Source: an optimization exercise on an open RTL-to-GDS flow (aim: small area and a short achievable clock period). Production flows keep margins and buffers that such runs may drop. In this exercise RTL edits were held to simulation tests only and were not proved equivalent to the original.

red:
Design mac_unit, start of the top module:
module mac_unit #(
    parameter AW = 16,
    parameter BW = 16,
    parameter ACCW = 40,
    parameter SIGNED = 0
)(
    input  wire clk,
    input  wire rst_n,
    input  wire en,
    input  wire valid_in,
    input  wire [AW-1:0] a,
    input  wire [BW-1:0] b,
    output reg  valid_out,
    output reg  [ACCW-1:0] acc_out
);
Size in the first run: ~120 flip-flops, about 77 I/O pins, about 11000 µm² of cells after synthesis.
clock: 7.0 ns
lec_check: 0
cap_margin: 20
core_margin: 2
core_utilization: 65
cts_buf_list: sky130_fd_sc_hd__clkbuf_4 sky130_fd_sc_hd__clkbuf_8
setup_slack_margin: 3.6
slew_margin: 20
synth_hierarchical: 1
synth_minimum_keep_size: 0
run.sh (not shown) runs the stock make flow with config.mk's settings and CLKGATE_MAP_FILE= SYNTH_SCRIPT=/design/flow/synth_recipe.tcl, a recipe that flattens the netlist after the stock synthesis.
red was carried through to the last stage, and its layout satisfied the timing, design-rule and antenna checks.
Inputs modified between red and blue:
- ABC_AREA now 1, previously not set
- SETUP_SLACK_MARGIN now 3.7, was 3.6
After detailed routing, red needs less wire than blue.
Taking red as the reference, in blue critical path depth higher; total vias in the final route up 19%.
Detailed-placement wirelength estimate of blue exceeds that of red by a little under 10%.
Inputs modified between blue and green:
- a deleted ABC_AREA that had been 1
==> flow/flow/run.sh (new file) <==
#!/bin/bash
# The standard layout (the standard.sh, all steps), with the port
# buffers inserted as the smallest buffer cell; the flow's repair steps
# resize the ones on critical paths.
set -e
cp standard.sh standard_sh.txt
export BUFFER_PORTS_ARGS="-buffer_cell sky130_fd_sc_hd__buf_1"
bash standard.sh > standard.log 2>&1
==> flow/standard.sh (new file) <==
#!/bin/bash
# synth_recipe.tcl (not shown) runs the flow's synth.tcl, then flattens the netlist and writes it again
# the make line also repeats each setting of config.mk as NAME=value (left out here)
make -C /OpenROAD-flow-scripts/flow DESIGN_CONFIG=/design/flow/config.mk WORK_HOME=/design/flow/orfs CLKGATE_MAP_FILE= SYNTH_SCRIPT=/design/flow/synth_recipe.tcl "${@:-finish}"
removed: flow/run.sh
### Flow results
- green did not stop at any stage, and its layout met the timing, design-rule and antenna checks.
- On fmax, green does worse than blue.
- The area occupied by registers on blue is in line with that on green.
- blue → green: worst path setup slack after routing went down; number of multi-input combinational cells in the layout went down; cell count went down.
Inputs modified between green and orange:
- TNS_END_PERCENT: unset -> 20
==> flow/run.sh (new file) <==
#!/bin/bash
# synth_recipe.tcl (not shown) runs the flow's synth.tcl, then flattens the netlist and writes it again
# the make line also repeats each setting of config.mk as NAME=value (left out here)
make -C /OpenROAD-flow-scripts/flow DESIGN_CONFIG=/design/flow/config.mk WORK_HOME=/design/flow/orfs CLKGATE_MAP_FILE= SYNTH_SCRIPT=/design/flow/synth_recipe.tcl finish
removed: flow/flow/run.sh
removed: flow/standard.sh
### Flow results
green was carried through to the last stage, and its layout satisfied the timing, design-rule and antenna checks.
orange was carried through to the last stage, and its layout satisfied the timing, design-rule and antenna checks.
Core util | orange vs green | orange lower
Cell count, orange vs green: down slightly
Summary — number of global-route vias before repair, orange relative to green: higher, by 467.
Synthesized cell count: green vs orange, no meaningful difference
Taking green as the reference, in orange setup slack went down 0.044 ns, share of the final layout cell area in sequential cells went up 0.61 points.


Starting RTL as in the previous note.
clock: 7.0 ns
lec_check: 0
cap_margin: 20
core_margin: 2
core_utilization: 65
cts_buf_list: sky130_fd_sc_hd__clkbuf_4 sky130_fd_sc_hd__clkbuf_8
setup_slack_margin: 3.7
slew_margin: 20
synth_hierarchical: 1
synth_minimum_keep_size: 0
tns_end_percent: 50
Stock flow here: none of the scripts above is used.
==> next run, changes <==
- CORE_UTILIZATION: 65 -> 72
- TNS_END_PERCENT: 50 -> default
Result: The new run went through all stages and came out clean; synthesized cell count is unchanged; sequential share of layout area drops by 0.41 points; routed wire length climbs by about a fifth.
==> next run, changes <==
- CORE_UTILIZATION: 72 -> 65
- SETUP_SLACK_MARGIN: 3.7 -> 3.65
Result: Synthesized area is unchanged; worst setup slack is better by 160 ps; global-route usage decreases by 6.9 points; first-iteration DRC count is lower by well over a third.
==> next run, changes <==
- SETUP_SLACK_MARGIN: 3.65 -> 3.7
The changed run finished clean.
Global-route usage came out lower by 0.66 points.
Synthesized area stays the same.
Via count shrinks by 0.98%.
Sequential cell count does not change.
Cell area hardly moves.
Synthesized cell count stays the same.
Register-to-register slack improved by 20 ps.


Starting RTL as in the previous note.
==> flow/design.v (excerpt) <==
module mac_unit #(
    parameter AW = 16,
    parameter BW = 16,
    parameter ACCW = 40,
    parameter SIGNED = 0
)(
    input  wire clk,
    input  wire rst_n,
    input  wire en,
    input  wire valid_in,
    input  wire [AW-1:0] a,
    input  wire [BW-1:0] b,
    output reg  valid_out,
    output reg  [ACCW-1:0] acc_out
);
make LEC_CHECK=0 CAP_MARGIN=20 CORE_MARGIN=2 CORE_UTILIZATION=65 CTS_BUF_LIST='sky130_fd_sc_hd__clkbuf_4 sky130_fd_sc_hd__clkbuf_8' SETUP_SLACK_MARGIN=3.75 SLEW_MARGIN=20 SYNTH_HIERARCHICAL=1 SYNTH_MINIMUM_KEEP_SIZE=0 finish   # period 7.0 ns
Edit:
CAP_MARGIN = 5   (was 20)
SETUP_SLACK_MARGIN = 3.7   (was 3.75)
SLEW_MARGIN = 5   (was 20)
The changed run completed with no timing, DRC or antenna violations.
Clock skew increases by 0.0081 ns.
Register-to-register slack improved by 0.05 ns.
Cell area fell by 4.7%.
Worst setup slack is better by 0.030 ns.
Worst hold slack is about the same.
First-iteration DRC count fell by 28%.
Utilization fell by 3.7 points.
Edit:
CAP_MARGIN = 20   (was 5)
CORE_UTILIZATION = 80   (was 65)
PLACE_DENSITY = 0.8   (was unset)
SLEW_MARGIN = 20   (was 5)
After rerunning:
- With this change the flow failed in global routing (5_1_grt) with DPL-0038
- synthesized cell count does not change
- area after synthesis does not change
Edit:
CORE_UTILIZATION = 65   (was 80)
PLACE_DENSITY = unset   (was 0.8)
SETUP_SLACK_MARGIN = 3.9   (was 3.7)
Outcome: The new run finished clean; synthesized cell count is unchanged; area after synthesis is unchanged.
Edit:
GPL_ROUTABILITY_DRIVEN = 0   (was unset)
SETUP_SLACK_MARGIN = 3.7   (was 3.9)
Result: The new run completed without violations; final cell count is lower by 7.0%; setup slack improves by 0.20 ns; global-route usage shrinks by 4.5 points; count of clock-buffer cells in the layout goes up by 1; utilization is lower by 12 points; design area drops by 14%; fmax rises by 6.0%.

static timing again, ports no longer ideal:
In the flow no input, the clock included, has a driving cell. The finished layouts below were timed again as built, in two steps.
Step 1: set_driving_cell puts a clkbuf_16 on clk and a buf_2 on each other input, an assumption about the parent block.
Step 2 moves the port delays by t, midway between the first and last clock arrival at a register: inputs arrive t later, outputs are due t later. That takes back most of the time a late clock gives input paths.
Three values: ideal, step 1, step 2; two values: the first two.
run	t (ns)	slack for setup (ns)	worst setup path at the end	worst data-port slew with drivers (ns)
red	0.488	3.633 / 3.645 / 3.156	input to register	0.04
blue	0.492	3.727 / 3.725 / 3.232	input to register	0.06
green	0.481	3.673 / 3.632 / 3.150	input to register	0.10
orange	0.473	3.629 / 3.644 / 3.171	input to register	0.04
the first run of note 2	0.489	3.664 / 3.679 / 3.190	input to register	0.04
the second run of note 2	0.502	3.505 / 3.505 / 3.136	input to register	0.08
the third run of note 2	0.484	3.670 / 3.673 / 3.189	input to register	0.05
the fourth run of note 2	0.482	3.711 / 3.727 / 3.245	input to register	0.06
the first run of note 3	0.487	3.681 / 3.582 / 3.095	input to register	0.14
the second run of note 3	0.482	3.711 / 3.727 / 3.245	input to register	0.06
the fourth run of note 3	0.501	3.529 / 3.529 / 3.035	input to register	0.24
the fifth run of note 3	0.480	3.725 / 3.727 / 3.246	input to register	0.05
After both steps setup and hold are still met in every run listed. The setup slack of the first run of note 3, which loses most, moves by -0.099 ns with the drivers and by -0.586 ns with both steps.
